Context: an optimization exercise on an open-source flow, tuned for small area and a short achievable clock period. The choices shown serve that exercise and are no tape-out recipe. RTL that was checked went through simulation tests only; none was proved equivalent to the original. No functional check of the RTL was part of runs 1, 2, 4 and 5. Power figures rest on the tool's default switching activity, not on a simulated workload.

**flow/config.mk**
```make
export PLATFORM = sky130hd
export DESIGN_NAME = mult_top
export DESIGN_NICKNAME = mult_top
export VERILOG_FILES = /design/flow/design.v
export SDC_FILE = /design/flow/constraint.sdc
export NUM_CORES = 4
export LEC_CHECK = 0
export ABC_AREA = 1
export CAP_MARGIN = 20
export CORE_MARGIN = 2
export CORE_UTILIZATION = 40
export PLACE_DENSITY = 0.6
export SETUP_SLACK_MARGIN = 5
export SLEW_MARGIN = 20
```
**flow/constraint.sdc**
```tcl
create_clock -name core_clock -period 10.0 [get_ports {clk}]
set_input_delay 2.0000 -clock core_clock [delete_from_list [all_inputs] [get_ports {clk}]]
set_output_delay 2.0000 -clock core_clock [all_outputs]
set_load 0.01 [all_outputs]
```
**flow/design.v**
```verilog
module ELM_lod(
    input  [13:0] x0,
    output reg [3:0] k
    );
    wire [12:0] a = x0[12:0] ^ {13{x0[13]}};
    integer i;
    always @* begin
        k = 4'd0;
        for (i = 1; i < 13; i = i + 1)
            if (a[i]) k = i;
    end
endmodule
module ELM_add #(parameter N = 18) (
    input  [N-1:0] a,
    input  [N-1:0] b,
    input          cin,
    output [N-1:0] s
    );
    localparam L = $clog2(N + 1);
    wire [N:0] g0 = {a & b, cin};
    wire [N:0] p0 = {a ^ b, 1'b0};
    wire [N:0] g [0:L];
    wire [N:0] p [0:L];
    assign g[0] = g0;
    assign p[0] = p0;
    genvar l, i;
    generate
        for (l = 0; l < L; l = l + 1) begin : lvl
            for (i = 0; i <= N; i = i + 1) begin : bit_
                if ((i >> l) & 1) begin : op
                    localparam integer J = ((i >> l) << l) - 1;
                    assign g[l+1][i] = g[l][i] | (p[l][i] & g[l][J]);
                    assign p[l+1][i] = p[l][i] & p[l][J];
                end else begin : pass
                    assign g[l+1][i] = g[l][i];
                    assign p[l+1][i] = p[l][i];
                end
            end
        end
    endgenerate
    assign s = p0[N:1] ^ g[L][N-1:0];
endmodule
module ELM_back(
    input  [15:0] x,
    input  [15:0] y,
    input  [3:0]  kx,
    input  [3:0]  ky,
    output [31:0] p
    );
    wire [16:0] tx = {x[12:0], {4{x[13]}}} >> kx;
    wire [16:0] ty = {y[12:0], {4{y[13]}}} >> ky;
    wire [3:0]  fx = tx[3:0] ^ {4{x[13]}};
    wire [3:0]  fy = ty[3:0] ^ {4{y[13]}};
    wire [4:0] fs = fx + fy;
    wire [4:0] ks = kx + ky;
    wire [5:0] m  = fs[4] ? {1'b1, fs[3:0], 1'b0} : {2'b01, fs[3:0]};
    wire [3:0] d0;
    wire [6:0] d1;
    genvar j, i;
    generate
        for (i = 0; i < 4; i = i + 1) begin : dec0
            assign d0[i] = (ks[1:0] == i);
        end
        for (i = 0; i < 7; i = i + 1) begin : dec1
            assign d1[i] = (ks[4:2] == i);
        end
    endgenerate
    wire [8:0] m1;       
    generate
        for (j = 0; j < 9; j = j + 1) begin : sh0
            wire [3:0] t;
            for (i = 0; i < 4; i = i + 1) begin : b
                if (j - i >= 0 && j - i <= 5)
                    assign t[i] = d0[i] & m[j - i];
                else
                    assign t[i] = 1'b0;
            end
            assign m1[j] = |t;
        end
    endgenerate
    wire [27:0] pabs;    
    generate
        for (j = 0; j < 28; j = j + 1) begin : sh1
            wire [6:0] t;
            for (i = 0; i < 7; i = i + 1) begin : b
                if (j + 4 - 4*i >= 0 && j + 4 - 4*i <= 8)
                    assign t[i] = d1[i] & m1[j + 4 - 4*i];
                else
                    assign t[i] = 1'b0;
            end
            assign pabs[j] = |t;
        end
    endgenerate
    wire s  = x[13] ^ y[13];
    wire nz = (x[13] | (|x[7:0])) & (y[13] | (|y[7:0]));
    wire [27:0] A = (pabs ^ {28{s}}) & {28{nz}};
    wire x_one = x[14] ^ x[13];
    wire x_two = (x[15] ^ x[14]) & ~x_one;
    wire y_one = y[14] ^ y[13];
    wire y_two = (y[15] ^ y[14]) & ~y_one;
    wire sf1 = x[15] & (x_one | x_two);
    wire sf0 = y[15] & (y_one | y_two);
    wire [16:0] ye = {y[15], y};
    wire [14:0] xe = {x[13], x[13:0]};
    wire [16:0] pp2 = ({17{x_one}} & ye | {17{x_two}} & {ye[15:0], 1'b0}) ^ {17{sf1}};
    wire [14:0] pp1 = ({15{y_one}} & xe | {15{y_two}} & {xe[13:0], 1'b0}) ^ {15{sf0}};
    wire [14:0] z;       
    generate
        for (i = 0; i < 15; i = i + 1) begin : zlo
            if (i == 0) assign z[i] = 1'b1;
            else        assign z[i] = ~|A[i-1:0];
        end
    endgenerate
    assign p[13:0] = A[13:0] ^ ({14{sf0}} & z[13:0]);
    wire cin = sf0 & ~z[14];
    wire [17:0] ha = {{4{A[27]}}, A[27:14]};
    wire [17:0] hb = {pp2[16], pp2};
    wire [17:0] hc = {{3{pp1[14]}}, pp1};
    wire [17:0] cs = ha ^ hb ^ hc;
    wire [17:0] cc = {(ha[16:0] & hb[16:0]) | (ha[16:0] & hc[16:0]) | (hb[16:0] & hc[16:0]), sf1};
    ELM_add #(.N(18)) hi_add(.a(cs), .b(cc), .cin(cin), .s(p[31:14]));
endmodule
module ELM_Mitchw5(
    input  [15:0] x,
    input  [15:0] y,
    output [31:0] p
    );
    wire [3:0] kx, ky;
    ELM_lod  lx(.x0(x[13:0]), .k(kx));
    ELM_lod  ly(.x0(y[13:0]), .k(ky));
    ELM_back b(.x(x), .y(y), .kx(kx), .ky(ky), .p(p));
endmodule
module mult_top(
    input clk,
    input  [15:0] x,
    input  [15:0] y,
    output reg [31:0] p_out
    );
    wire [3:0] kx_d, ky_d;
    reg  [15:0] X_vec, Y_vec;
    reg  [3:0]  KX_vec, KY_vec;
    ELM_lod lod_x(.x0(x[13:0]), .k(kx_d));
    ELM_lod lod_y(.x0(y[13:0]), .k(ky_d));
    wire [31:0] P_vec;
    ELM_back back(.x(X_vec), .y(Y_vec), .kx(KX_vec), .ky(KY_vec), .p(P_vec));
    always @(posedge clk)
    begin
        X_vec  <= x;
        Y_vec  <= y;
        KX_vec <= kx_d;
        KY_vec <= ky_d;
        p_out  <= P_vec;
    end
endmodule
```
**flow/run.sh**
```bash
#!/bin/bash
# synth_recipe.tcl (not shown) runs the flow's synth.tcl, then flattens the netlist and writes it again
# the make line also repeats each setting of config.mk as NAME=value (left out here)
make -C /OpenROAD-flow-scripts/flow DESIGN_CONFIG=/design/flow/config.mk WORK_HOME=/design/flow/orfs CLKGATE_MAP_FILE= SYNTH_SCRIPT=/design/flow/synth_recipe.tcl finish
```
==> results.sh, run 1 <==
export IMPL_status="no timing/DRC/antenna violations"
export IMPL_synth_edf_count=0
export IMPL_cp_start_kind="flop"
export IMPL_worst_pin_slew_ps=925
export IMPL_fp_row_count=45
export IMPL_final_setup_viol_count=0
export IMPL_worst_path_dominant_cell_family="adder cells"
export IMPL_vdd_ir_drop_max_mv=0.136
export IMPL_clk_path_buf_depth=2
export IMPL_syn_avg_cell_area_sq_um=7.24
export IMPL_die_area_sq_um=16400
export IMPL_drt_initial_drc_count=382
export IMPL_p_leak_nw=3.68
export IMPL_clkSlewWorstSetupHoldPaths_ps=60
export IMPL_netlist_instances=852
export IMPL_routedWlPerCell_um=14.0
export IMPL_finalSetupTns_ps=0
export IMPL_drc=0
export IMPL_synthArstFlopShare_pct=0
export IMPL_dp_hpwl_mm=12.0
export IMPL_slew_headroom_pct=37.9
export IMPL_cts_buffers=9
export IMPL_cts_tree="yes"
export IMPL_synth_seq_area_share_pct=23.4
export IMPL_cellPowerDensity_nw_per_um2=305
export IMPL_worstPathRequired_ps=10240
export IMPL_rsz0062_at_grt="true"
export IMPL_grt_use_total_pct=19.8
export IMPL_avgViaCountPerCell=5.06
export IMPL_firstDrtPassIters=5
export IMPL_ant_nets=0
export IMPL_cts_root_buf="clkbuf_16"
export IMPL_start_util_pct=40.7
export IMPL_ioPinCount=65
export IMPL_mostFrequentLayoutCell="nand2_1"
export IMPL_grt_pass1_vias=5386
export IMPL_antenna_found_initial=0
export IMPL_worst_path_max_delay_cell="fa_1"
export IMPL_fmax_mhz=188
export IMPL_grt_pass1_wl_mm=26.1
export IMPL_worstSetupPathType="reg2reg"
export IMPL_vias=5778
export IMPL_netlist_area_sq_um=6170
export IMPL_area_delta_synth_final_pct=30.9
export IMPL_slowest_delay_ps=500
export IMPL_yosys_warnings=3
export IMPL_finClkSkew_ps=13.6
export IMPL_worstSkewPairLatency_ps=350
export IMPL_final_nets=1031
export IMPL_final_cell_mix="nand2_1 (195), inv_1 (86), xor2_1 (65), dfxtp_1 (64), clkdlybuf4s50_1 (64)"
export IMPL_portBuffers=64
export IMPL_fp_coreArea_sq_um=15100
export IMPL_ys_types=50
export IMPL_hold_violations=0
export IMPL_maxSlewViolCount=0
export IMPL_antenna_cells=0
export IMPL_grt_max_degree=27
export IMPL_dieHeight_um=128
export IMPL_gp_congestion=0.916
export IMPL_wirelength_mm=16.0
export IMPL_power_mw=2.46
export IMPL_path_common_cell="nand2_1"
export IMPL_htreeDepth=3
export IMPL_drv_cap=0
export IMPL_hold_path_class="reg2reg"
export IMPL_crit_fanout=7
export IMPL_syn_num_nets=934
export IMPL_num_fill_cells=1452
export IMPL_grt_ovfl_total=0
export IMPL_drive_gt1_share_pct=20.9
export IMPL_synthFlopType="dfxtp_1"
export IMPL_fin_util_pct=53.3
export IMPL_cts_sinks=72
export IMPL_worstSetupEndpointType="flop"
export IMPL_fin_crit_sh_pct=53.1
export IMPL_die_w_um=128
export IMPL_worst_path_buf_inv=4
export IMPL_crit_arrival_ps=5540
export IMPL_layout_min_cycle_time_ps=5310
export IMPL_synth_ff_latch_count=72
==> what timing repair did <==
item / CTS / global route
endpoints found under the setup margin: 16 / 14
pin swaps: 30 / 25
cloned: 1 / 0
hold buffers: 0 / 0
resized for setup: 75 / 49
buffers inserted: 30 / 11
==> worst reg2reg max path, delay by kind of cell, from the launching register on <==
| family | cells | cell delay (ps) |
|---|---|---|
| and+or+nand+nor | 13 | 1150 |
| buffers and inverters | 4 | 410 |
| AOI/OAI and AO/OA | 7 | 1110 |
| adders and majority gates | 5 | 1710 |
| xor gates and xnor gates | 3 | 440 |
| DFF | 1 | 390 |
==> registers in the layout, indices dropped and copies added, names as in the netlist <==
register and count:
p_out 32, X_vec 16, Y_vec 16, KX_vec 4, KY_vec 4
==> metrics by stage <==
stage / setup WS, ps / cells / hold slack [ps] / area [sq um]
finish: 4690 / 1142 / 944 / 8080
CTS: 4680 / 1131 / 937 / 7830
global placement: 4050 / 1084 / 944 / 7070
detailed placement: 4030 / 1084 / 927 / 7070
floorplan: 4920 / 852 / 676 / 6300
global route: 4350 / 1142 / 1010 / 8080
==> power breakdown <==
part           internal (mW)  total (mW)  switching (mW)
combinational          0.840        1.73           0.892
sequential             0.364       0.391          0.0271
clock                  0.204       0.341           0.137
==> layout make-up <==
class	instances	area, sq um	area share, %
inverters	103	403	4.99
clock inverters	6	75.1	0.929
well taps	188	235	2.91
repair buffers	111	1080	13.4
clock buffers	10	239	2.96
flip-flops and latches	72	1460	18.1
multi-input cells	652	4580	56.7
==> cell families (layout without fill, tap and decap cells) <==
logic type / Yosys count / count (layout) / share of synthesized area, %
AO/OA/AOI/OAI: 151 / 151 / 14.7
XOR/XNOR: 92 / 92 / 13.3
adder cells (fa/ha/maj): 49 / 49 / 12.9
buffers and inverters: 128 / 230 / 8.07
flip-flops: 72 / 72 / 23.4
AND/OR/NAND/NOR: 360 / 360 / 27.7
==> worst paths after layout <==
| kind | start | end | slack, ps | depth (start not counted) |
|---|---|---|---|---|
| hold / removal | X_vec[5] | p_out[3] | 940 | 5 |
| hold reg to reg | X_vec[5] | p_out[3] | 940 | 5 |
| setup reg to reg | KY_vec[0] | p_out[30] | 4690 | 32 |
| setup / recovery | KY_vec[0] | p_out[30] | 4690 | 32 |
==> cell usage after synthesis, types with 12 or more instances <==
master / count / share of area, %
a21oi_1: 28 / 2.3
clkbuf_1: 12 / 0.73
dfxtp_1: 72 / 23
fa_1: 24 / 7.8
ha_1: 25 / 5.1
inv_1: 93 / 5.7
nand2_1: 205 / 12
nand2_2: 12 / 1.2
nand3_1: 47 / 3.8
nand3_2: 15 / 2.4
nor2_1: 46 / 2.8
o21ai_0: 54 / 4.4
o22ai_1: 38 / 3.9
xnor2_1: 24 / 3.4
xor2_1: 66 / 9.4
==> per-layer routing <==
metal / GRT usage, % / routed length, um / vias up
met2: 32.7 / 7610 / 145
met1: 26.8 / 7370 / 2631
met3: 2.92 / 674 / 19
li1: - / - / 2983
met5: 0 / 0 / -
met4: 6.27 / 320 / 0
==> run 2, diff against run 1 <==
==> flow/flow/run.sh (new file) <==
#!/bin/bash
# Standard layout, but with no full/half-adder cells in synthesis: the adders
# are left as plain gates for abc, which maps them faster than the fa/ha cells.
set -euo pipefail
export ADDER_MAP_FILE=
bash standard.sh > standard_flow.log 2>&1
==> flow/standard.sh (new file) <==
#!/bin/bash
# synth_recipe.tcl (not shown) runs the flow's synth.tcl, then flattens the netlist and writes it again
# the make line also repeats each setting of config.mk as NAME=value (left out here)
make -C /OpenROAD-flow-scripts/flow DESIGN_CONFIG=/design/flow/config.mk WORK_HOME=/design/flow/orfs CLKGATE_MAP_FILE= SYNTH_SCRIPT=/design/flow/synth_recipe.tcl "${@:-finish}"
--- a/flow/config.mk
+++ b/flow/config.mk
@@ -10,5 +10,4 @@
 export CORE_MARGIN = 2
 export CORE_UTILIZATION = 40
 export PLACE_DENSITY = 0.6
-export SETUP_SLACK_MARGIN = 5
 export SLEW_MARGIN = 20
removed: flow/run.sh
==> run 2 against run 1 <==
Effect of this change: via count rose by 28%; utilization fell by 6.1 points; die area rose by 14%; first-iteration DRC count is 14% higher; count of clock-buffer cells in the layout rose by 1; clock skew shrank 4.2 ps; critical path depth is 4 higher; non-clock buffer count down 45.
==> results.sh, run 2 <==
export IMPL_ctsHoldBuffers=0
export IMPL_gp_congestion=0.918
export IMPL_slew_headroom_pct=40.8
export IMPL_avgViaCountPerCell=4.93
export IMPL_cts_buffers=9
export IMPL_drive_gt1_share_pct=9.85
export IMPL_antenna_cells=0
export IMPL_hold_path_class="reg2reg"
export IMPL_path_common_cell="nand2_1"
export IMPL_wirelength_mm=18.3
export IMPL_pre_cts_ws_ps=5580
export IMPL_top_regs="p_out: 32 flops, X_vec: 16 flops, Y_vec: 16 flops"
export IMPL_clkSlewWorstSetupHoldPaths_ps=60
export IMPL_power_mw=1.78
export IMPL_synth_commonest_cells="nand2_1 (466), nand3_1 (147), inv_1 (118)"
export IMPL_largest_register="p_out"
export IMPL_cts_setup_buffers=0
export IMPL_fp_coreArea_sq_um=17200
export IMPL_synth_ff_latch_count=72
export IMPL_cts_tree="yes"
export IMPL_final_setup_viol_count=0
export IMPL_hold_violations=0
export IMPL_maxSlewViolCount=0
export IMPL_netlist_instances=1215
export IMPL_grt_pass1_wl_mm=30.4
export IMPL_clk_path_buf_depth=2
export IMPL_largest_register_ff_count=32
export IMPL_postCtsResizedCells=0
export IMPL_whs_ps=651
export IMPL_dp_hpwl_mm=14.5
export IMPL_worstSetupEndpointType="flop"
export IMPL_portBuffers=64
export IMPL_status="no timing/DRC/antenna violations"
export IMPL_finClkSkew_ps=9.40
export IMPL_synthFlopType="dfxtp_1"
export IMPL_slowest_delay_ps=860
export IMPL_synth_seq_area_share_pct=20.4
export IMPL_fin_ws_ps=5530
export IMPL_grt_pass1_vias=6371
export IMPL_layout_min_cycle_time_ps=4470
export IMPL_die_w_um=137
export IMPL_yosys_top_cells_area="nand2_1 (25%), dfxtp_1 (20%), nand3_1 (10%), xor2_1 (6.8%), inv_1 (6.3%)"
export IMPL_worst_pin_slew_ps=882
export IMPL_cellPowerDensity_nw_per_um2=218
export IMPL_htreeDepth=3
export IMPL_mostFrequentLayoutCell="nand2_1"
export IMPL_cts_root_buf="clkbuf_16"
export IMPL_synth_edf_count=0
export IMPL_synthArstFlopShare_pct=0
export IMPL_p_leak_nw=4.33
export IMPL_die_area_sq_um=18700
export IMPL_fp_row_count=48
export IMPL_routedWlPerCell_um=12.2
export IMPL_netlist_area_sq_um=7050
export IMPL_cp_start_kind="flop"
export IMPL_vdd_ir_drop_max_mv=0.122
export IMPL_rsz0062_at_grt="false"
export IMPL_fin_crit_sh_pct=44.7
export IMPL_yosysMostFrequentCell="nand2_1"
export IMPL_worst_path_max_delay_cell="dfxtp_1"
export IMPL_finalSetupTns_ps=0
export IMPL_crit_fanout=18
export IMPL_ant_nets=0
export IMPL_worstPathRequired_ps=10250
export IMPL_antenna_found_initial=0
export IMPL_grt_use_total_pct=20.2
export IMPL_synth_top_area_share_pct=24.8
export IMPL_drc=0
export IMPL_syn_num_nets=1248
export IMPL_ioPinCount=65
export IMPL_drt_initial_drc_count=437
export IMPL_drv_cap=0
export IMPL_firstDrtPassIters=5
export IMPL_fmax_mhz=224
export IMPL_area_delta_synth_final_pct=15.4
export IMPL_crit_arrival_ps=4720
export IMPL_start_util_pct=40.9
export IMPL_dieHeight_um=137
export IMPL_syn_avg_cell_area_sq_um=5.80
export IMPL_vias=7372
export IMPL_grt_max_degree=42
export IMPL_cts_sinks=72
export IMPL_final_nets=1297
export IMPL_final_cell_mix="nand2_1 (466), nand3_1 (147), inv_1 (118), nor2_1 (75), dfxtp_1 (72)"
export IMPL_worstSetupPathType="reg2reg"
export IMPL_grt_ovfl_total=0
export IMPL_worstSkewPairLatency_ps=350
export IMPL_ys_types=49
export IMPL_yosys_warnings=3
export IMPL_synth_largest_area_cell="nand2_1"
==> run 2: final cells by class <==
| type | instances | area (sq um) |
|---|---|---|
| Clock buffer | 11 | 243 |
| Clock inverter | 5 | 40.0 |
| Fill cell | 1880 | 9100 |
| Inverter | 144 | 541 |
| Multi-Input combinational cell | 971 | 4940 |
| Sequential cell | 72 | 1440 |
| Tap cell | 225 | 282 |
| Timing Repair Buffer | 66 | 656 |
==> run 2: final timing paths <==
kind	from	to	slack (ps)	cells after the start
worst max register to register	X_vec[13]	p_out[30]	5530	36
worst min-delay path	X_vec[15]	p_out[31]	650	3
worst min register to register	X_vec[15]	p_out[31]	650	3
worst max-delay path	X_vec[13]	p_out[30]	5530	36
==> run 2: logic make-up after synthesis <==
group	count (synthesis)	synth area share, %
compound gates	96	8.32
xor+xnor	87	11.2
simple gates	788	50.1
flops	72	20.4
buf+inv	172	9.90
==> run 2: power breakdown <==
group / total [mW] / switching (mW) / internal (mW)
logic: 1.08 / 0.665 / 0.415
registers: 0.385 / 0.0324 / 0.352
clock network: 0.312 / 0.135 / 0.177
==> run 2: layer usage <==
layer  wire, um  part of all wire, %  GRT usage [%]  up-vias
li1           -                    -              -     3944
met1       8830                   48           27.5     3213
met2       8130                   45           32.6      182
met3        869                  4.8           3.48       33
met4        425                  2.3           6.19        0
met5          0                    0              0        -
==> run 2: critical path: cells and delay by family (launching register included) <==
| family | cells | cell delay, ps |
|---|---|---|
| compound gates | 1 | 290 |
| buf+inv | 2 | 350 |
| simple gates | 33 | 2830 |
| flops | 1 | 860 |
==> run 2: through the flow <==
stage                     instances  instance area [sq um]  utilization (%)
after global placement         1478                   7860             45.6
after global routing           1494                   8140             47.2
after CTS                      1494                   8140             47.2
after detailed placement       1478                   7860             45.6
after floorplan                1215                   7050                -
final                          1494                   8140             47.2
==> run 3, diff against run 2 <==
--- a/flow/design.v
+++ b/flow/design.v
@@ -16,7 +16,7 @@
     input          cin,
     output [N-1:0] s
     );
-    localparam L = $clog2(N + 1);
+    localparam L = 5;    
     wire [N:0] g0 = {a & b, cin};
     wire [N:0] p0 = {a ^ b, 1'b0};
     wire [N:0] g [0:L];
@@ -51,6 +51,8 @@
     wire [16:0] ty = {y[12:0], {4{y[13]}}} >> ky;
     wire [3:0]  fx = tx[3:0] ^ {4{x[13]}};
     wire [3:0]  fy = ty[3:0] ^ {4{y[13]}};
+    wire s  = x[13] ^ y[13];
+    wire nz = (x[13] | (|x[7:0])) & (y[13] | (|y[7:0]));
     wire [4:0] fs = fx + fy;
     wire [4:0] ks = kx + ky;
     wire [5:0] m  = fs[4] ? {1'b1, fs[3:0], 1'b0} : {2'b01, fs[3:0]};
@@ -62,7 +64,8 @@
             assign d0[i] = (ks[1:0] == i);
         end
         for (i = 0; i < 7; i = i + 1) begin : dec1
-            assign d1[i] = (ks[4:2] == i);
+            if (i < 6) assign d1[i] = nz & (ks[4:2] == i);
+            else       assign d1[i] = nz & ks[4] & ks[3];
         end
     endgenerate
     wire [8:0] m1;       
@@ -79,11 +82,12 @@
         end
     endgenerate
     wire [27:0] pabs;    
+    assign pabs[27:26] = 2'b00;
     generate
-        for (j = 0; j < 28; j = j + 1) begin : sh1
+        for (j = 0; j < 26; j = j + 1) begin : sh1
             wire [6:0] t;
             for (i = 0; i < 7; i = i + 1) begin : b
-                if (j + 4 - 4*i >= 0 && j + 4 - 4*i <= 8)
+                if (j + 4 - 4*i >= 0 && j + 4 - 4*i <= (i == 6 ? 5 : 8))
                     assign t[i] = d1[i] & m1[j + 4 - 4*i];
                 else
                     assign t[i] = 1'b0;
@@ -91,9 +95,7 @@
             assign pabs[j] = |t;
         end
     endgenerate
-    wire s  = x[13] ^ y[13];
-    wire nz = (x[13] | (|x[7:0])) & (y[13] | (|y[7:0]));
-    wire [27:0] A = (pabs ^ {28{s}}) & {28{nz}};
+    wire [27:0] A = pabs ^ {28{s & nz}};
     wire x_one = x[14] ^ x[13];
     wire x_two = (x[15] ^ x[14]) & ~x_one;
     wire y_one = y[14] ^ y[13];
==> flow/run.sh (new file) <==
#!/bin/bash
# synth_recipe.tcl (not shown) runs the flow's synth.tcl, then flattens the netlist and writes it again
# the make line also repeats each setting of config.mk as NAME=value (left out here)
make -C /OpenROAD-flow-scripts/flow DESIGN_CONFIG=/design/flow/config.mk WORK_HOME=/design/flow/orfs CLKGATE_MAP_FILE= SYNTH_SCRIPT=/design/flow/synth_recipe.tcl finish
--- a/flow/config.mk
+++ b/flow/config.mk
@@ -10,4 +10,5 @@
 export CORE_MARGIN = 2
 export CORE_UTILIZATION = 40
 export PLACE_DENSITY = 0.6
+export SETUP_SLACK_MARGIN = 5
 export SLEW_MARGIN = 20
removed: flow/flow/run.sh
removed: flow/standard.sh
==> run 3 against run 2 <==
Effect of this change: power increased by 48%; clock skew increased by 2.9 ps; final cell count decreased by 20%; setup slack got worse by 890 ps; utilization increased by 9.3 points; critical endpoint unchanged; largest cell class unchanged.
==> results.sh, run 3 <==
export IMPL_cp_start_kind="flop"
export IMPL_final_setup_viol_count=0
export IMPL_grt_ovfl_total=0
export IMPL_worstSetupEndpointType="flop"
export IMPL_syn_num_nets=973
export IMPL_maxSlewViolCount=0
export IMPL_p_clk_share_pct=13.0
export IMPL_drt_initial_drc_count=353
export IMPL_fp_row_count=44
export IMPL_syn_avg_cell_area_sq_um=6.78
export IMPL_crit_arrival_ps=5600
export IMPL_num_fill_cells=1385
export IMPL_combinationalPowerShare_pct=72.3
export IMPL_grt_max_degree=36
export IMPL_switching_share_pct=42.5
export IMPL_synthArstFlopShare_pct=0
export IMPL_hold_depth=5
export IMPL_drv_cap=0
export IMPL_netlist_instances=891
export IMPL_layout_min_cycle_time_ps=5360
export IMPL_dieHeight_um=127
export IMPL_reg2reg_slack_ps=4640
export IMPL_ioPinCount=65
export IMPL_start_util_pct=41.2
export IMPL_gp_congestion=0.907
export IMPL_p_leak_nw=3.90
export IMPL_worstPathRequired_ps=10240
export IMPL_cellPowerDensity_nw_per_um2=318
export IMPL_r2r_cells=28
export IMPL_ys_types=40
export IMPL_crit_fanout=7
export IMPL_cts_tree="yes"
export IMPL_synth_ff_latch_count=72
export IMPL_worstSkewPairLatency_ps=360
export IMPL_netlist_area_sq_um=6040
export IMPL_worst_pin_slew_ps=902
export IMPL_wirelength_mm=16.9
export IMPL_worstReg2RegEnd="p_out[30]"
export IMPL_fin_crit_sh_pct=53.6
export IMPL_largest_register="p_out"
export IMPL_synth_largest_area_cell="dfxtp_1"
export IMPL_finClkSkew_ps=12.3
export IMPL_ctsHoldBuffers=0
export IMPL_largest_register_ff_count=32
export IMPL_dp_cells=1121
export IMPL_ant_nets=0
export IMPL_seq_power_share_pct=14.7
export IMPL_portBuffers=64
export IMPL_place_area_sq_um=6960
export IMPL_synth_top_area_share_pct=23.9
export IMPL_r2r_start="KX_vec[0]"
export IMPL_vdd_ir_drop_max_mv=0.146
export IMPL_met2_length_mm=7.82
export IMPL_firstDrtPassIters=5
export IMPL_seq_area_sq_um=1470
export IMPL_die_w_um=127
export IMPL_mostFrequentLayoutCell="nand2_1"
export IMPL_final_cell_area_sq_um=8280
export IMPL_wl_met3_um=729
export IMPL_routed_top_layer="met4"
export IMPL_clk_path_buf_depth=2
export IMPL_top_regs="p_out: 32 flops, X_vec: 16 flops, Y_vec: 16 flops"
export IMPL_rsz0062_at_grt="true"
export IMPL_final_cell_mix="nand2_1 (237), inv_1 (102), clkdlybuf4s50_1 (64), dfxtp_1 (62), xor2_1 (59)"
export IMPL_worst_path_max_delay_cell="fa_1"
export IMPL_slew_headroom_pct=39.4
export IMPL_slowest_delay_ps=460
export IMPL_synthFlopType="dfxtp_1"
export IMPL_die_area_sq_um=16100
export IMPL_grt_use_total_pct=20.7
export IMPL_p_switching_mw=1.12
export IMPL_grt_pass1_wl_mm=26.8
export IMPL_grt_pass1_vias=5598
export IMPL_cts_root_buf="clkbuf_16"
export IMPL_p_int_mw=1.52
export IMPL_hold_violations=0
export IMPL_dp_hpwl_mm=12.2
export IMPL_fp_coreArea_sq_um=14600
export IMPL_antenna_cells=0
export IMPL_worstHoldEndpoint="p_out[31]"
export IMPL_synth_seq_area_share_pct=23.9
export IMPL_drive_gt1_share_pct=20.7
export IMPL_fin_cells=1200
export IMPL_finalSetupTns_ps=0
export IMPL_synth_edf_count=0
export IMPL_hold_path_class="reg2reg"
export IMPL_cts_buffers=9
export IMPL_antenna_found_initial=0
export IMPL_clkSlewWorstSetupHoldPaths_ps=60
export IMPL_yosys_warnings=3
export IMPL_area_delta_synth_final_pct=37.1
export IMPL_yosysMostFrequentCell="nand2_1"
export IMPL_wl_met1_mm=7.90
export IMPL_drc=0
export IMPL_worstHoldStart="X_vec[15]"
export IMPL_fmax_mhz=187
export IMPL_yosys_top_cells_area="dfxtp_1 (24%), nand2_1 (16%), xor2_1 (8.8%), fa_1 (8.0%), inv_1 (7.1%)"
export IMPL_vias=5998
export IMPL_avgViaCountPerCell=5.00
export IMPL_worstSetupPathType="reg2reg"
export IMPL_status="no timing/DRC/antenna violations"
export IMPL_final_nets=1093
export IMPL_multiInputGateArea_sq_um=4560
export IMPL_cts_sinks=72
export IMPL_htreeDepth=3
export IMPL_routedWlPerCell_um=14.1
export IMPL_synth_commonest_cells="nand2_1 (256), inv_1 (115), dfxtp_1 (72)"
-- run 3: changes by cell type after synthesis, moves of 9 or more --
cell / change
nand3_2: -9
nand3_1: -81
o21ai_0: +44
nand2_1: -210
nand4_1: -11
nand2_2: -32
fa_1: +24
inv_2: -21
nor2_1: -27
ha_1: +25
-- run 3: through the flow --
step | total power, mW | hold slack, ps | setup slack, ps | util [%]
2_1_floorplan | 1.29 | 688 | 4970 | -
3_3_place_gp | 1.58 | 964 | 4110 | 47.5
4_1_cts | 2.25 | 977 | 4910 | 53.7
6_report | 2.64 | 959 | 4640 | 56.5
5_1_grt | 2.83 | 1040 | 4440 | 56.5
3_5_place_dp | 1.59 | 958 | 4120 | 47.5
-- run 3: power groups by stage --
stage	clock network [mW]	registers, mW	logic (mW)
2_1_floorplan	0	0.413	0.880
3_3_place_gp	0	0.399	1.18
3_5_place_dp	0	0.399	1.19
4_1_cts	0.349	0.389	1.51
5_1_grt	0.362	0.394	2.08
6_report	0.342	0.388	1.91
-- run 3: worst max-delay path by stage --
stage                           end  slack [ps]  startpoint
after CTS                 p_out[29]        4910    X_vec[8]
after detailed placement  p_out[29]        4120   KY_vec[0]
after floorplan           p_out[30]        4970   KX_vec[0]
after global routing      p_out[29]        4440   KX_vec[0]
final                     p_out[30]        4640   KX_vec[0]
after global placement    p_out[29]        4110   KY_vec[0]
-- run 3: metal layers --
layer  track usage (%)  vias up
li1                  -     3116
met1              28.0     2690
met2              33.3      164
met3              3.21       28
met4              8.27        0
met5                 0        -
-- run 3: layout make-up --
type,instances,area share [%]
Clock inverter,5,0.756
Clock buffer,11,3.05
Multi-Input combinational cell,675,55.0
Timing Repair Buffer,131,15.1
Inverter,122,5.61
Sequential cell,72,17.7
Tap cell,184,2.78
-- run 3: repair_timing --
item                       in CTS  in global routing
resized for setup              87                 70
cloned                          1                  0
pin swaps                      35                 44
buffers inserted               44                 18
setup endpoints to repair      13                 15
-- run 3: critical path: cells and delay by family, from the launching register on --
kind	cells	cell delay, ps
and+or+nand+nor	7	720
adders and majority gates	5	1800
DFF	1	370
xor gates and xnor gates	3	500
buffers and inverters	4	440
AOI/OAI and AO/OA	9	1420
-- run 3: cell families after synthesis --
| group | after synthesis | share of synthesized area, % |
|---|---|---|
| buffers and inverters | 144 | 9.30 |
| DFF | 72 | 23.9 |
| adders and majority gates | 49 | 13.1 |
| and+or+nand+nor | 394 | 27.3 |
| xor gates and xnor gates | 83 | 12.0 |
| AOI/OAI and AO/OA | 149 | 14.4 |
==> run 4, diff against run 3 <==
--- a/flow/design.v
+++ b/flow/design.v
@@ -16,7 +16,7 @@
     input          cin,
     output [N-1:0] s
     );
-    localparam L = 5;    
+    localparam L = $clog2(N + 1);
     wire [N:0] g0 = {a & b, cin};
     wire [N:0] p0 = {a ^ b, 1'b0};
     wire [N:0] g [0:L];
==> flow/flow/run.sh (new file) <==
#!/bin/bash
# Standard layout with two changes: no full/half-adder cells in synthesis (the
# adders are left as plain gates for abc), and timing repair aimed at a
# tighter setup slack than the design's own settings allow.
set -euo pipefail
export ADDER_MAP_FILE=
export SETUP_SLACK_MARGIN=6.5
bash standard.sh > standard_flow.log 2>&1
==> flow/standard.sh (new file) <==
#!/bin/bash
# synth_recipe.tcl (not shown) runs the flow's synth.tcl, then flattens the netlist and writes it again
# the make line also repeats each setting of config.mk as NAME=value (left out here)
make -C /OpenROAD-flow-scripts/flow DESIGN_CONFIG=/design/flow/config.mk WORK_HOME=/design/flow/orfs CLKGATE_MAP_FILE= SYNTH_SCRIPT=/design/flow/synth_recipe.tcl "${@:-finish}"
--- a/flow/config.mk
+++ b/flow/config.mk
@@ -10,5 +10,4 @@
 export CORE_MARGIN = 2
 export CORE_UTILIZATION = 40
 export PLACE_DENSITY = 0.6
-export SETUP_SLACK_MARGIN = 5
 export SLEW_MARGIN = 20
removed: flow/run.sh
==> run 4 against run 3 <==
Effect of this change: largest power group unchanged; global-route usage is 1.7 points higher; count of clock-buffer cells in the layout stayed put; non-clock buffer count is 5 lower; final area is 16% higher; routed wire length is 26% higher; power is 20% lower; synthesized cell count is 39% higher; via count is 33% higher; critical path depth is 6 higher; critical path type unchanged; still clean; final cell count is 31% higher; clock skew is 5.4 ps lower; register-to-register slack better by 1500 ps.
==> results.sh, run 4 <==
export IMPL_synth_top_family_by_area="simple AND/OR/NAND/NOR gates"
export IMPL_antenna_cells=0
export IMPL_synth_simple_area_share_pct=48.6
export IMPL_cp_start_kind="flop"
export IMPL_worstSkewPairLatency_ps=350
export IMPL_worst_path_max_delay_cell="dfxtp_4"
export IMPL_status="no timing/DRC/antenna violations"
export IMPL_synth_top_area_share_pct=26.0
export IMPL_p_leak_nw=4.81
export IMPL_clkSlewWorstSetupHoldPaths_ps=60
export IMPL_syn_num_nets=1269
export IMPL_synth_xor_area_share_pct=10.7
export IMPL_netlist_instances=1236
export IMPL_ioPinCount=65
export IMPL_netlist_area_sq_um=7000
export IMPL_largest_register_ff_count=32
export IMPL_grt_pass1_wl_mm=33.4
export IMPL_grt_pass1_vias=6876
export IMPL_die_w_um=136
export IMPL_grt_max_degree=37
export IMPL_gp_congestion=0.923
export IMPL_cts_tree="yes"
export IMPL_cts_buffers=9
export IMPL_start_util_pct=40.7
export IMPL_yosys_warnings=3
export IMPL_grt_ovfl_total=0
export IMPL_grt_use_total_pct=22.4
export IMPL_num_fill_cells=1738
export IMPL_avgViaCountPerCell=5.08
export IMPL_maxSlewViolCount=0
export IMPL_synth_commonest_cells="nand2_1 (485), nand3_1 (147), inv_1 (122)"
export IMPL_layout_min_cycle_time_ps=3880
export IMPL_syn_avg_cell_area_sq_um=5.66
export IMPL_ant_nets=0
export IMPL_final_nets=1379
export IMPL_antenna_found_initial=0
export IMPL_die_area_sq_um=18600
export IMPL_finalSetupTns_ps=0
export IMPL_fp_row_count=48
export IMPL_synthFlopType="dfxtp_1"
export IMPL_area_delta_synth_final_pct=36.7
export IMPL_fin_util_pct=55.7
export IMPL_p_switching_mw=1.02
export IMPL_synth_largest_area_cell="nand2_1"
export IMPL_portBuffers=64
export IMPL_routedWlPerCell_um=13.5
export IMPL_htreeDepth=3
export IMPL_fp_coreArea_sq_um=17200
export IMPL_combinationalPowerShare_pct=67.0
export IMPL_final_cell_mix="nand2_1 (380), inv_1 (116), nand3_1 (111), nand2_2 (104), nor2_1 (78)"
export IMPL_fin_crit_sh_pct=38.8
export IMPL_dp_hpwl_mm=15.2
export IMPL_wirelength_mm=21.2
export IMPL_whs_ps=707
export IMPL_worstPathRequired_ps=10250
export IMPL_synth_ff_latch_count=72
export IMPL_seq_power_share_pct=17.9
export IMPL_mostFrequentLayoutCell="nand2_1"
export IMPL_synth_fa_ha_area_share_pct=0
export IMPL_drt_initial_drc_count=525
export IMPL_slew_headroom_pct=40.3
export IMPL_fmax_mhz=258
export IMPL_vias=8000
export IMPL_drc=0
export IMPL_drive_gt1_share_pct=27.0
export IMPL_fin_cells=1576
export IMPL_largest_register="p_out"
export IMPL_crit_fanout=8
export IMPL_yosysMostFrequentCell="nand2_1"
export IMPL_fin_ws_ps=6120
export IMPL_p_clk_share_pct=15.1
export IMPL_synth_edf_count=0
export IMPL_path_common_cell="nand2_1"
export IMPL_yosys_top_cells_area="nand2_1 (26%), dfxtp_1 (21%), nand3_1 (11%), xor2_1 (7.3%), inv_1 (6.5%)"
export IMPL_cts_root_buf="clkbuf_16"
export IMPL_dieHeight_um=136
export IMPL_synthArstFlopShare_pct=0
export IMPL_slowest_delay_ps=440
export IMPL_clk_path_buf_depth=2
export IMPL_synth_compound_area_share_pct=9.80
export IMPL_p_int_mw=1.09
export IMPL_firstDrtPassIters=5
export IMPL_hold_path_class="reg2reg"
export IMPL_final_setup_viol_count=0
export IMPL_crit_arrival_ps=4130
export IMPL_ys_types=47
export IMPL_rsz0062_at_grt="true"
export IMPL_dp_cells=1499
export IMPL_synth_seq_area_share_pct=20.6
export IMPL_pre_cts_ws_ps=5550
export IMPL_cts_sinks=72
export IMPL_hold_violations=0
export IMPL_worst_pin_slew_ps=889
export IMPL_switching_share_pct=48.2
export IMPL_worstSetupPathType="reg2reg"
export IMPL_ctsHoldBuffers=0
export IMPL_synth_mux_area_share_pct=0
export IMPL_cellPowerDensity_nw_per_um2=221
export IMPL_worstSetupEndpointType="flop"
export IMPL_top_regs="p_out: 32 flops, X_vec: 16 flops, Y_vec: 16 flops"
export IMPL_drv_cap=0
export IMPL_finClkSkew_ps=6.92
export IMPL_vdd_ir_drop_max_mv=0.115
[run 4: logic make-up after synthesis]
group,after synthesis
compound gates,113
xor+xnor,84
buf+inv,175
flops,72
simple gates,792
[run 4: final cells by class]
class	count	area, sq um	share of cell area (%)
clock buffers	11	253	2.64
clock inverters	5	40.0	0.419
inverters	147	577	6.03
multi-input cells	990	5750	60.2
flip-flops and latches	72	1480	15.4
well taps	225	282	2.94
repair buffers	126	1180	12.4
[run 4: final timing paths]
| kind | from | endpoint | slack [ps] | cells after the start |
|---|---|---|---|---|
| worst max register to register | KX_vec[0] | p_out[31] | 6120 | 34 |
| worst min register to register | X_vec[15] | p_out[31] | 710 | 3 |
| worst min-delay path | X_vec[15] | p_out[31] | 710 | 3 |
| worst max-delay path | KX_vec[0] | p_out[31] | 6120 | 34 |
[run 4: routing by layer]
layer | vias up | GRT usage, % | share of wire, %
li1 | 4122 | - | -
met1 | 3580 | 29.5 | 44
met2 | 254 | 37.6 | 48
met3 | 44 | 3.84 | 5.0
met4 | 0 | 6.60 | 2.4
met5 | - | 0 | 0
[run 4: repair_timing]
action	CTS	global route
gates cloned	1	0
endpoints found under the setup margin	33	29
buffers inserted	39	21
resized for setup	120	163
pin swaps	37	93
[run 4: worst max-delay path, delay by kind of cell (launching register included)]
family	cells	cell delay (ps)
xor+xnor	1	170
flops	1	440
simple gates	29	2570
compound gates	2	280
buf+inv	2	300
[run 4: per-stage QoR]
step / power [mW] / instance area, sq um
global placement: 1.43 / 7770
floorplan: 1.17 / 7000
finish: 2.11 / 9570
global route: 2.28 / 9570
CTS: 1.93 / 8820
detailed placement: 1.44 / 7770
[run 4: power by group through the flow]
stage               sequential [mW]  clock, mW  combinational [mW]
detailed placement            0.390          0                1.05
floorplan                     0.399          0               0.775
global route                  0.384      0.335                1.56
CTS                           0.379      0.326                1.22
finish                        0.378      0.319                1.41
global placement              0.389          0                1.04
==> run 5, diff against run 4 <==
--- a/flow/flow/run.sh
+++ b/flow/flow/run.sh
@@ -4,5 +4,5 @@
 # tighter setup slack than the design's own settings allow.
 set -euo pipefail
 export ADDER_MAP_FILE=
-export SETUP_SLACK_MARGIN=6.5
+export SETUP_SLACK_MARGIN=6.0
 bash standard.sh > standard_flow.log 2>&1
==> run 5 against run 4 <==
Effect of this change: flip-flop and latch count did not move; still clean; sequential share of layout area rose by 0.93 points; critical endpoint unchanged; final area fell by 5.7%; first-iteration DRC count fell by 3.2%; highest routed layer unchanged.
==> results.sh, run 5 <==
export IMPL_drt_initial_drc_count=508
export IMPL_drc=0
export IMPL_netlist_instances=1236
export IMPL_worstSetupPathType="reg2reg"
export IMPL_worstSkewPairLatency_ps=350
export IMPL_yosys_top_cells_area="nand2_1 (26%), dfxtp_1 (21%), nand3_1 (11%), xor2_1 (7.3%), inv_1 (6.5%)"
export IMPL_die_w_um=136
export IMPL_avgViaCountPerCell=4.98
export IMPL_top_regs="p_out: 32 flops, X_vec: 16 flops, Y_vec: 16 flops"
export IMPL_place_area_sq_um=7770
export IMPL_fin_ws_ps=6030
export IMPL_gp_congestion=0.923
export IMPL_yosys_warnings=3
export IMPL_largest_register="p_out"
export IMPL_hold_path_class="reg2reg"
export IMPL_crit_fanout=7
export IMPL_wirelength_mm=20.3
export IMPL_dp_hpwl_mm=15.2
export IMPL_grt_ovfl_total=0
export IMPL_fin_crit_sh_pct=39.7
export IMPL_start_util_pct=40.7
export IMPL_synth_seq_area_share_pct=20.6
export IMPL_ant_nets=0
export IMPL_vdd_ir_drop_max_mv=0.109
export IMPL_netlist_area_sq_um=7000
export IMPL_synth_edf_count=0
export IMPL_yosysMostFrequentCell="nand2_1"
export IMPL_whs_ps=708
export IMPL_mostFrequentLayoutCell="nand2_1"
export IMPL_cts_sinks=72
export IMPL_die_area_sq_um=18600
export IMPL_hold_violations=0
export IMPL_grt_max_degree=37
export IMPL_drv_cap=0
export IMPL_final_cell_area_sq_um=9020
export IMPL_syn_num_nets=1269
export IMPL_synth_fa_ha_area_share_pct=0
export IMPL_synth_xor_area_share_pct=10.7
export IMPL_worstPathRequired_ps=10240
export IMPL_firstDrtPassIters=7
export IMPL_final_setup_viol_count=0
export IMPL_synthFlopType="dfxtp_1"
export IMPL_grt_pass1_vias=6438
export IMPL_ys_types=47
export IMPL_clk_path_buf_depth=2
export IMPL_vias=7772
export IMPL_synthArstFlopShare_pct=0
export IMPL_syn_avg_cell_area_sq_um=5.66
export IMPL_slew_headroom_pct=41.3
export IMPL_antenna_cells=0
export IMPL_drive_gt1_share_pct=20.6
export IMPL_fmax_mhz=252
export IMPL_largest_register_ff_count=32
export IMPL_worst_path_max_delay_cell="dfxtp_4"
export IMPL_crit_arrival_ps=4210
export IMPL_area_delta_synth_final_pct=28.9
export IMPL_finClkSkew_ps=6.37
export IMPL_grt_pass1_wl_mm=31.4
export IMPL_p_leak_nw=4.64
export IMPL_pre_cts_ws_ps=5550
export IMPL_clkSlewWorstSetupHoldPaths_ps=60
export IMPL_synth_top_family_by_area="simple AND/OR/NAND/NOR gates"
export IMPL_synth_ff_latch_count=72
export IMPL_synth_compound_area_share_pct=9.80
export IMPL_layout_min_cycle_time_ps=3970
export IMPL_maxSlewViolCount=0
export IMPL_cellPowerDensity_nw_per_um2=216
export IMPL_final_nets=1365
export IMPL_synth_mux_area_share_pct=0
export IMPL_htreeDepth=3
export IMPL_synth_simple_area_share_pct=48.6
export IMPL_cts_root_buf="clkbuf_16"
export IMPL_grt_use_total_pct=21.2
export IMPL_status="no timing/DRC/antenna violations"
export IMPL_cts_buffers=9
export IMPL_path_common_cell="nand2_1"
export IMPL_rsz0062_at_grt="true"
export IMPL_synth_largest_area_cell="nand2_1"
export IMPL_final_cell_mix="nand2_1 (421), nand3_1 (128), inv_1 (118), nor2_1 (83), nand2_2 (75)"
export IMPL_cts_tree="yes"
export IMPL_synth_top_area_share_pct=26.0
export IMPL_finalSetupTns_ps=0
export IMPL_fp_row_count=48
export IMPL_ioPinCount=65
export IMPL_portBuffers=64
export IMPL_fp_coreArea_sq_um=17200
export IMPL_synth_commonest_cells="nand2_1 (485), nand3_1 (147), inv_1 (122)"
export IMPL_cp_start_kind="flop"
export IMPL_slowest_delay_ps=390
export IMPL_routedWlPerCell_um=13.0
export IMPL_fin_util_pct=52.5
export IMPL_worstSetupEndpointType="flop"
export IMPL_dieHeight_um=136
export IMPL_antenna_found_initial=0
export IMPL_worst_pin_slew_ps=874
==> run 5: cell counts after synthesis <==
Identical to the previous run, type by type.
==> run 5: power breakdown <==
part	leakage (nW)	total [mW]	internal, mW	switching, mW
combinational	3.90	1.26	0.489	0.766
clock	0.134	0.317	0.183	0.134
sequential	0.609	0.379	0.351	0.0280
total	4.64	1.95	1.02	0.929
==> run 5: layout make-up <==
type,instances,area [sq um]
sequential,72,1480
multi-input combinational,990,5360
timing repair buffer,112,1030
clock inverter,5,40.0
inverter,147,576
fill,1811,8160
clock buffer,11,253
tap,225,282
==> run 5: metrics by stage <==
step / cells / total power, mW
floorplan: 1236 / 1.17
detailed placement: 1499 / 1.44
global route: 1562 / 2.12
global placement: 1499 / 1.43
CTS: 1517 / 1.76
finish: 1562 / 1.95
==> run 5: worst max-delay path, delay by kind of cell (launching register included) <==
kind | cells | cell delay (ps)
and+or+nand+nor | 34 | 2990
DFF | 1 | 390
buffers and inverters | 3 | 260
AOI/OAI and AO/OA | 1 | 230
==> run 5: path summary, 6_finish.rpt <==
| path | slack, ps | end | depth (start not counted) | startpoint |
|---|---|---|---|---|
| setup / recovery | 6030 | p_out[31] | 38 | Y_vec[13] |
| setup reg to reg | 6030 | p_out[31] | 38 | Y_vec[13] |
| hold reg to reg | 710 | p_out[31] | 3 | X_vec[15] |
| hold / removal | 710 | p_out[31] | 3 | X_vec[15] |
==> run 5: cell families after synthesis <==
logic type / count (synthesis)
DFF: 72
AOI/OAI and AO/OA: 113
xor gates and xnor gates: 84
buffers and inverters: 175
and+or+nand+nor: 792
==> run 5: routing by layer <==
layer	part of all wire [%]	GRT usage, %	wire length (um)
met1	47	28.9	9460
met2	47	34.1	9460
met3	4.8	3.58	985
met4	2.1	6.77	424
met5	0	0	0
==> run 5: repair_timing <==
item	in CTS	in global routing
endpoints found under the setup margin	21	22
hold buffers	0	0
gates cloned	0	1
buffers inserted	2	44
pin swaps	0	62
gates resized for setup	17	164
==> run 6, diff against run 5 <==
--- a/flow/design.v
+++ b/flow/design.v
@@ -16,7 +16,7 @@
     input          cin,
     output [N-1:0] s
     );
-    localparam L = $clog2(N + 1);
+    localparam L = 5;    
     wire [N:0] g0 = {a & b, cin};
     wire [N:0] p0 = {a ^ b, 1'b0};
     wire [N:0] g [0:L];
==> run 6 against run 5 <==
Effect of this change: register-to-register slack barely moved; sequential power about the same; first-iteration DRC count did not move; non-clock buffer count unchanged; utilization unchanged; highest routed layer unchanged; setup slack unchanged; global-route usage is the same; maximum frequency unchanged; still clean on timing, DRC and antenna; clock skew stayed put; sequential share of layout area is the same.
==> results.sh, run 6 <==
export IMPL_crit_fanout=7
export IMPL_combinationalPowerShare_pct=64.3
export IMPL_antenna_cells=0
export IMPL_synth_ff_latch_count=72
export IMPL_num_fill_cells=1811
export IMPL_p_int_mw=1.02
export IMPL_avgViaCountPerCell=4.98
export IMPL_syn_num_nets=1269
export IMPL_portBuffers=64
export IMPL_multiInputGateArea_sq_um=5360
export IMPL_largest_register="p_out"
export IMPL_largest_register_ff_count=32
export IMPL_die_w_um=136
export IMPL_ant_nets=0
export IMPL_slew_headroom_pct=41.3
export IMPL_cts_buffers=9
export IMPL_yosys_top_cells_area="nand2_1 (26%), dfxtp_1 (21%), nand3_1 (11%), xor2_1 (7.3%), inv_1 (6.5%)"
export IMPL_vdd_ir_drop_max_mv=0.109
export IMPL_seq_area_sq_um=1480
export IMPL_clkSlewWorstSetupHoldPaths_ps=60
export IMPL_grt_ovfl_total=0
export IMPL_final_cell_area_sq_um=9020
export IMPL_fp_row_count=48
export IMPL_dp_hpwl_mm=15.2
export IMPL_drt_initial_drc_count=508
export IMPL_clk_path_buf_depth=2
export IMPL_worstPathRequired_ps=10240
export IMPL_cp_start_kind="flop"
export IMPL_whs_ps=708
export IMPL_finClkSkew_ps=6.37
export IMPL_synth_commonest_cells="nand2_1 (485), nand3_1 (147), inv_1 (122)"
export IMPL_yosys_warnings=3
export IMPL_cts_sinks=72
export IMPL_drc=0
export IMPL_top_regs="p_out: 32 flops, X_vec: 16 flops, Y_vec: 16 flops"
export IMPL_worstSetupPathType="reg2reg"
export IMPL_p_switching_mw=0.929
export IMPL_routedWlPerCell_um=13.0
export IMPL_ioPinCount=65
export IMPL_antenna_found_initial=0
export IMPL_drv_cap=0
export IMPL_grt_max_degree=37
export IMPL_fin_cells=1562
export IMPL_crit_arrival_ps=4210
export IMPL_fin_ws_ps=6030
export IMPL_grt_pass1_vias=6438
export IMPL_die_area_sq_um=18600
export IMPL_cts_tree="yes"
export IMPL_cellPowerDensity_nw_per_um2=216
export IMPL_mostFrequentLayoutCell="nand2_1"
export IMPL_ys_types=47
export IMPL_hold_violations=0
export IMPL_dp_cells=1499
export IMPL_start_util_pct=40.7
export IMPL_pre_cts_ws_ps=5550
export IMPL_netlist_area_sq_um=7000
export IMPL_htreeDepth=3
export IMPL_fmax_mhz=252
export IMPL_synth_edf_count=0
export IMPL_grt_use_total_pct=21.2
export IMPL_synth_top_area_share_pct=26.0
export IMPL_synth_seq_area_share_pct=20.6
export IMPL_rsz0062_at_grt="true"
export IMPL_worst_pin_slew_ps=874
export IMPL_area_delta_synth_final_pct=28.9
export IMPL_firstDrtPassIters=7
export IMPL_hold_path_class="reg2reg"
export IMPL_worst_path_max_delay_cell="dfxtp_4"
export IMPL_ctsHoldBuffers=0
export IMPL_final_cell_mix="nand2_1 (421), nand3_1 (128), inv_1 (118), nor2_1 (83), nand2_2 (75)"
export IMPL_fp_coreArea_sq_um=17200
export IMPL_netlist_instances=1236
export IMPL_cts_root_buf="clkbuf_16"
export IMPL_vias=7772
export IMPL_wirelength_mm=20.3
export IMPL_dieHeight_um=136
export IMPL_place_area_sq_um=7770
export IMPL_layout_min_cycle_time_ps=3970
export IMPL_path_common_cell="nand2_1"
export IMPL_final_setup_viol_count=0
export IMPL_p_clk_share_pct=16.2
export IMPL_final_nets=1365
export IMPL_switching_share_pct=47.6
export IMPL_slowest_delay_ps=390
export IMPL_synthFlopType="dfxtp_1"
export IMPL_syn_avg_cell_area_sq_um=5.66
export IMPL_worstSkewPairLatency_ps=350
export IMPL_gp_congestion=0.923
export IMPL_yosysMostFrequentCell="nand2_1"
export IMPL_fin_crit_sh_pct=39.7
export IMPL_worstSetupEndpointType="flop"
export IMPL_grt_pass1_wl_mm=31.4
export IMPL_synth_largest_area_cell="nand2_1"
export IMPL_seq_power_share_pct=19.4
export IMPL_drive_gt1_share_pct=20.6
export IMPL_p_leak_nw=4.64
export IMPL_finalSetupTns_ps=0
export IMPL_synthArstFlopShare_pct=0
export IMPL_maxSlewViolCount=0
export IMPL_status="no timing/DRC/antenna violations"
run 6: cell counts in the layout (fill, tap and decap cells not counted):
No cell type changed its count.
run 6: logic make-up after synthesis:
logic type	share of synthesized area (%)
simple gates	48.6
xor+xnor	10.7
compound gates	9.80
flops	20.6
buf+inv	10.2
run 6: critical path: cells and delay by family, from the launching register on:
| kind | cells | cell delay [ps] |
|---|---|---|
| flip-flops | 1 | 390 |
| buffers and inverters | 3 | 260 |
| AND/OR/NAND/NOR | 34 | 2990 |
| AO/OA/AOI/OAI | 1 | 230 |
run 6: cell type report:
cell class	count	share of cell area, %
multi-input cells	990	59.5
clock inverters	5	0.444
repair buffers	112	11.4
well taps	225	3.12
clock buffers	11	2.80
inverters	147	6.38
flip-flops and latches	72	16.4
run 6: routing by layer:
layer / GRT usage [%] / vias to the layer above / wire, um
li1: - / 4094 / -
met1: 28.9 / 3434 / 9460
met2: 34.1 / 213 / 9460
met3: 3.58 / 31 / 985
met4: 6.77 / 0 / 424
met5: 0 / - / 0
run 6: stage by stage:
step	utilization, %	total power, mW
2_1_floorplan	-	1.17
3_3_place_gp	45.2	1.43
3_5_place_dp	45.2	1.44
4_1_cts	47.3	1.76
5_1_grt	52.5	2.12
6_report	52.5	1.95
run 6: power by group through the flow:
stage	registers [mW]	clock network (mW)	logic, mW
final	0.379	0.317	1.26
after global routing	0.385	0.334	1.40
after CTS	0.384	0.326	1.05
after detailed placement	0.390	0	1.05
after global placement	0.389	0	1.04
after floorplan	0.399	0	0.775
run 6: what timing repair did:
| item | in CTS | in global routing |
|---|---|---|
| pin swaps | 0 | 62 |
| setup endpoints to repair | 21 | 22 |
| hold endpoints to repair | 0 | 0 |
| gates cloned | 0 | 1 |
| buffers inserted | 2 | 44 |
| resized for setup | 17 | 164 |
run 6: path summary, 6_finish.rpt:
kind              from         to  slack (ps)  cells past startpoint
min reg2reg  X_vec[15]  p_out[31]         710                      3
min          X_vec[15]  p_out[31]         710                      3
max reg2reg  Y_vec[13]  p_out[31]        6030                     38
max          Y_vec[13]  p_out[31]        6030                     38
==> run 7, diff against run 6 <==
--- a/flow/design.v
+++ b/flow/design.v
@@ -1,6 +1,7 @@
-module ELM_lod(
+module ELM_log(
     input  [13:0] x0,
-    output reg [3:0] k
+    output reg [3:0] k,
+    output [6:0] w
     );
     wire [12:0] a = x0[12:0] ^ {13{x0[13]}};
     integer i;
@@ -9,6 +10,19 @@
         for (i = 1; i < 13; i = i + 1)
             if (a[i]) k = i;
     end
+    wire [18:0] ap = {2'b00, a, 4'b0000};
+    assign w = (k[3:2] == 2'd0) ? ap[6:0] :
+               (k[3:2] == 2'd1) ? ap[10:4] :
+               (k[3:2] == 2'd2) ? ap[14:8] : ap[18:12];
+endmodule
+module ELM_frac(
+    input  [6:0] w,
+    input  [1:0] r,
+    output [3:0] f
+    );
+    assign f = (r == 2'd0) ? w[3:0] :
+               (r == 2'd1) ? w[4:1] :
+               (r == 2'd2) ? w[5:2] : w[6:3];
 endmodule
 module ELM_add #(parameter N = 18) (
     input  [N-1:0] a,
@@ -44,15 +58,17 @@
     input  [15:0] x,
     input  [15:0] y,
     input  [3:0]  kx,
+    input  [6:0]  wx,
     input  [3:0]  ky,
+    input  [6:0]  wy,
     output [31:0] p
     );
-    wire [16:0] tx = {x[12:0], {4{x[13]}}} >> kx;
-    wire [16:0] ty = {y[12:0], {4{y[13]}}} >> ky;
-    wire [3:0]  fx = tx[3:0] ^ {4{x[13]}};
-    wire [3:0]  fy = ty[3:0] ^ {4{y[13]}};
+    wire [3:0] fx, fy;
+    ELM_frac frx(.w(wx), .r(kx[1:0]), .f(fx));
+    ELM_frac fry(.w(wy), .r(ky[1:0]), .f(fy));
     wire s  = x[13] ^ y[13];
     wire nz = (x[13] | (|x[7:0])) & (y[13] | (|y[7:0]));
+    wire sn = s & nz;    
     wire [4:0] fs = fx + fy;
     wire [4:0] ks = kx + ky;
     wire [5:0] m  = fs[4] ? {1'b1, fs[3:0], 1'b0} : {2'b01, fs[3:0]};
@@ -95,7 +111,6 @@
             assign pabs[j] = |t;
         end
     endgenerate
-    wire [27:0] A = pabs ^ {28{s & nz}};
     wire x_one = x[14] ^ x[13];
     wire x_two = (x[15] ^ x[14]) & ~x_one;
     wire y_one = y[14] ^ y[13];
@@ -106,20 +121,25 @@
     wire [14:0] xe = {x[13], x[13:0]};
     wire [16:0] pp2 = ({17{x_one}} & ye | {17{x_two}} & {ye[15:0], 1'b0}) ^ {17{sf1}};
     wire [14:0] pp1 = ({15{y_one}} & xe | {15{y_two}} & {xe[13:0], 1'b0}) ^ {15{sf0}};
-    wire [14:0] z;       
+    wire [13:0] al = pabs[13:0] ^ {14{sn}};
+    wire [13:0] z;       
     generate
-        for (i = 0; i < 15; i = i + 1) begin : zlo
+        for (i = 0; i < 14; i = i + 1) begin : zlo
             if (i == 0) assign z[i] = 1'b1;
-            else        assign z[i] = ~|A[i-1:0];
+            else        assign z[i] = ~|al[i-1:0];
         end
     endgenerate
-    assign p[13:0] = A[13:0] ^ ({14{sf0}} & z[13:0]);
-    wire cin = sf0 & ~z[14];
-    wire [17:0] ha = {{4{A[27]}}, A[27:14]};
+    assign p[13:0] = al ^ ({14{sf0}} & z);
+    wire cin = sf0 & (sn | (|pabs[13:0]));
     wire [17:0] hb = {pp2[16], pp2};
     wire [17:0] hc = {{3{pp1[14]}}, pp1};
-    wire [17:0] cs = ha ^ hb ^ hc;
-    wire [17:0] cc = {(ha[16:0] & hb[16:0]) | (ha[16:0] & hc[16:0]) | (hb[16:0] & hc[16:0]), sf1};
+    wire [17:0] ph = {4'b0000, pabs[27:14]};
+    wire [17:0] ex = hb ^ hc ^ {18{sn}};
+    wire [17:0] eo = sn ? (hb & hc) : (hb | hc);    
+    wire [17:0] ea = sn ? (hb | hc) : (hb & hc);    
+    wire [17:0] cs = ph ^ ex;
+    wire [17:0] cy = (ph & eo) | (~ph & ea);
+    wire [17:0] cc = {cy[16:0], sf1};
     ELM_add #(.N(18)) hi_add(.a(cs), .b(cc), .cin(cin), .s(p[31:14]));
 endmodule
 module ELM_Mitchw5(
@@ -128,9 +148,10 @@
     output [31:0] p
     );
     wire [3:0] kx, ky;
-    ELM_lod  lx(.x0(x[13:0]), .k(kx));
-    ELM_lod  ly(.x0(y[13:0]), .k(ky));
-    ELM_back b(.x(x), .y(y), .kx(kx), .ky(ky), .p(p));
+    wire [6:0] wx, wy;
+    ELM_log  lx(.x0(x[13:0]), .k(kx), .w(wx));
+    ELM_log  ly(.x0(y[13:0]), .k(ky), .w(wy));
+    ELM_back b(.x(x), .y(y), .kx(kx), .wx(wx), .ky(ky), .wy(wy), .p(p));
 endmodule
 module mult_top(
     input clk,
@@ -139,18 +160,22 @@
     output reg [31:0] p_out
     );
     wire [3:0] kx_d, ky_d;
+    wire [6:0] wx_d, wy_d;
     reg  [15:0] X_vec, Y_vec;
     reg  [3:0]  KX_vec, KY_vec;
-    ELM_lod lod_x(.x0(x[13:0]), .k(kx_d));
-    ELM_lod lod_y(.x0(y[13:0]), .k(ky_d));
+    reg  [6:0]  WX_vec, WY_vec;
+    ELM_log log_x(.x0(x[13:0]), .k(kx_d), .w(wx_d));
+    ELM_log log_y(.x0(y[13:0]), .k(ky_d), .w(wy_d));
     wire [31:0] P_vec;
-    ELM_back back(.x(X_vec), .y(Y_vec), .kx(KX_vec), .ky(KY_vec), .p(P_vec));
+    ELM_back back(.x(X_vec), .y(Y_vec), .kx(KX_vec), .wx(WX_vec), .ky(KY_vec), .wy(WY_vec), .p(P_vec));
     always @(posedge clk)
     begin
         X_vec  <= x;
         Y_vec  <= y;
         KX_vec <= kx_d;
+        WX_vec <= wx_d;
         KY_vec <= ky_d;
+        WY_vec <= wy_d;
         p_out  <= P_vec;
     end
 endmodule
==> run 7 against run 6 <==
Effect of this change: synthesized cell count decreased by 12%; still clean; count of clock-buffer cells in the layout fell by 1; flip-flop and latch count grew 14; critical endpoint unchanged; hold slack better by 16 ps; global-route usage fell by 2.9 points; highest routed layer unchanged; utilization down 5.5 points; routed wire length decreased by 20%; power rose by 2.1%; first-iteration DRC count decreased by 27%; register-to-register slack better by 320 ps; non-clock buffer count down 46.
==> results.sh, run 7 <==
export IMPL_status="no timing/DRC/antenna violations"
export IMPL_final_cell_mix="nand2_1 (325), inv_1 (139), xor2_1 (92), nor2_1 (88), dfxtp_1 (82)"
export IMPL_seq_area_sq_um=1730
export IMPL_ioPinCount=65
export IMPL_antenna_cells=0
export IMPL_place_area_sq_um=7730
export IMPL_worst_pin_slew_ps=790
export IMPL_dieHeight_um=136
export IMPL_final_cell_area_sq_um=8050
export IMPL_die_area_sq_um=18400
export IMPL_grt_max_degree=44
export IMPL_ys_types=50
export IMPL_rsz0062_at_grt="true"
export IMPL_p_clk_share_pct=15.9
export IMPL_avgViaCountPerCell=4.65
export IMPL_worstSetupEndpointType="flop"
export IMPL_antenna_found_initial=0
export IMPL_reg2reg_slack_ps=6350
export IMPL_maxSlewViolCount=0
export IMPL_num_fill_cells=1806
export IMPL_yosys_warnings=3
export IMPL_drv_cap=0
export IMPL_hold_depth=5
export IMPL_vias=6366
export IMPL_largest_register="p_out"
export IMPL_grt_use_total_pct=18.3
export IMPL_cts_buffers=9
export IMPL_cts_sinks=86
export IMPL_synth_commonest_cells="nand2_1 (325), inv_1 (139), xor2_1 (92)"
export IMPL_p_switching_mw=0.917
export IMPL_hold_path_class="reg2reg"
export IMPL_firstDrtPassIters=5
export IMPL_grt_pass1_wl_mm=26.9
export IMPL_syn_avg_cell_area_sq_um=6.38
export IMPL_drc=0
export IMPL_synth_ff_latch_count=86
export IMPL_seq_power_share_pct=22.7
export IMPL_netlist_instances=1087
export IMPL_worst_path_buf_inv=2
export IMPL_wirelength_mm=16.3
export IMPL_crit_arrival_ps=3900
export IMPL_power_mw=1.99
export IMPL_clkSlewWorstSetupHoldPaths_ps=60
export IMPL_worst_path_dominant_cell_family="simple AND/OR/NAND/NOR gates"
export IMPL_ant_nets=0
export IMPL_mostFrequentLayoutCell="nand2_1"
export IMPL_fp_coreArea_sq_um=17100
export IMPL_portBuffers=64
export IMPL_cts_tree="yes"
export IMPL_p_int_mw=1.08
export IMPL_finalSetupTns_ps=0
export IMPL_finClkSkew_ps=6.28
export IMPL_synth_top_area_share_pct=24.8
export IMPL_synthFlopType="dfxtp_1"
export IMPL_cts_root_buf="clkbuf_16"
export IMPL_synth_seq_area_share_pct=24.8
export IMPL_gp_congestion=0.901
export IMPL_worstSetupEndpoint="p_out[31]"
export IMPL_yosys_top_cells_area="dfxtp_1 (25%), nand2_1 (18%), xor2_1 (12%), inv_1 (7.5%), nor2_1 (4.9%)"
export IMPL_hold_violations=0
export IMPL_slowest_delay_ps=650
export IMPL_switching_share_pct=46.0
export IMPL_top_regs="p_out: 32 flops, X_vec: 16 flops, Y_vec: 16 flops"
export IMPL_fp_row_count=48
export IMPL_netlist_area_sq_um=6940
export IMPL_r2r_start="Y_vec[13]"
export IMPL_htreeDepth=3
export IMPL_worstSetupStartpoint="Y_vec[13]"
export IMPL_worstSkewPairLatency_ps=350
export IMPL_cellPowerDensity_nw_per_um2=247
export IMPL_combinationalPowerShare_pct=61.3
export IMPL_synth_largest_area_cell="dfxtp_1"
export IMPL_worst_path_max_delay_cell="inv_2"
export IMPL_slew_headroom_pct=47.0
export IMPL_final_nets=1173
export IMPL_p_leak_nw=4.05
export IMPL_die_w_um=136
export IMPL_start_util_pct=40.5
export IMPL_grt_pass1_vias=5638
export IMPL_ctsHoldBuffers=0
export IMPL_synth_edf_count=0
export IMPL_multiInputGateArea_sq_um=4540
export IMPL_cp_start_kind="flop"
export IMPL_synthArstFlopShare_pct=0
export IMPL_crit_fanout=43
export IMPL_drive_gt1_share_pct=11.0
export IMPL_area_delta_synth_final_pct=16.1
export IMPL_fin_util_pct=47.0
export IMPL_routedWlPerCell_um=11.9
export IMPL_syn_num_nets=1120
export IMPL_crit_cells=18
export IMPL_fmax_mhz=274
export IMPL_fin_crit_sh_pct=36.5
export IMPL_final_setup_viol_count=0
export IMPL_yosysMostFrequentCell="nand2_1"
export IMPL_worstReg2RegEnd="p_out[31]"
export IMPL_worstHoldStart="X_vec[15]"
export IMPL_clk_path_buf_depth=2
export IMPL_r2r_cells=18
export IMPL_vdd_ir_drop_max_mv=0.128
export IMPL_largest_register_ff_count=32
export IMPL_path_common_cell="nand2_1"
-- run 7: cell types whose count changed in the layout (fill, tap and decap cells not counted), moves of 31 or more --
cell     previous run  this run
nand3_1           128        51
o21ai_0            14        45
xor2_1             58        92
nand2_2            75        38
nand2_1           421       325
buf_4              42         2
-- run 7: worst min-delay path by stage --
stage	to	slack (ps)
after CTS	p_out[31]	740
after floorplan	p_out[31]	650
after global routing	p_out[31]	830
after detailed placement	p_out[31]	720
final	p_out[31]	720
after global placement	p_out[31]	730
-- run 7: layout make-up --
type / count / area share (%)
Multi-Input combinational cell: 827 / 56.4
Timing Repair Buffer: 66 / 8.11
Sequential cell: 86 / 21.5
Tap cell: 225 / 3.50
Clock inverter: 6 / 0.575
Inverter: 150 / 7.09
Clock buffer: 10 / 2.84
-- run 7: per-layer routing --
layer	wire [um]	share of wire, %	GRT usage, %	vias to the layer above
li1	-	-	-	3481
met5	0	0	0	-
met4	208	1.3	5.27	0
met2	7050	43	29.2	130
met3	647	4.0	2.36	14
met1	8350	51	25.8	2741
-- run 7: cell families after synthesis --
logic type | synth area share [%]
DFF | 24.8
buffers and inverters | 10.2
AOI/OAI and AO/OA | 11.9
xor gates and xnor gates | 17.0
and+or+nand+nor | 36.1
-- run 7: stage by stage --
step                      setup WS (ps)  hold slack, ps  instances
after floorplan                    6340             652       1087
after global placement             5600             727       1353
after detailed placement           5600             725       1353
after CTS                          6010             736       1369
after global routing               5970             828       1370
final                              6350             724       1370
-- run 7: power groups by stage --
stage / logic, mW / clock network [mW] / registers (mW)
final: 1.22 / 0.317 / 0.453
after global routing: 1.38 / 0.338 / 0.459
after CTS: 1.22 / 0.324 / 0.453
after detailed placement: 1.22 / 0 / 0.461
after global placement: 1.21 / 0 / 0.460
after floorplan: 0.921 / 0 / 0.476
-- run 7: what timing repair did --
item / 4_1_cts / 5_1_grt
endpoints found under the setup margin: 5 / 30
pin swaps: 0 / 1
resized for setup: 3 / 13
gates cloned: 0 / 0
setup buffers: 0 / 1
endpoints found under the hold margin: 0 / 0
-- run 7: worst register-to-register path, cell delays in order, from the launching register on --
cell	delay (ps)
dfxtp_1	530
nor3_1	90
nand4_1	100
o31a_1	240
nand2_1	70
buf_4	290
inv_2	660
xor2_1	240
xor2_1	240
nor2_1	90
or2_1	270
nor2_2	120
nand2_1	120
nor2_1	150
nand2_2	70
nand2_2	90
nand2_1	70
nand3b_1	80
nand2_1	50

Re-timed with assumed drivers on the ports (clkbuf_16 on the clock, buf_2 on other inputs), run 7 has 6.347 ns of setup slack against 6.347 ns with ideal ports, and 6.097 ns once port delays also move by the mid clock arrival of 0.388 ns.
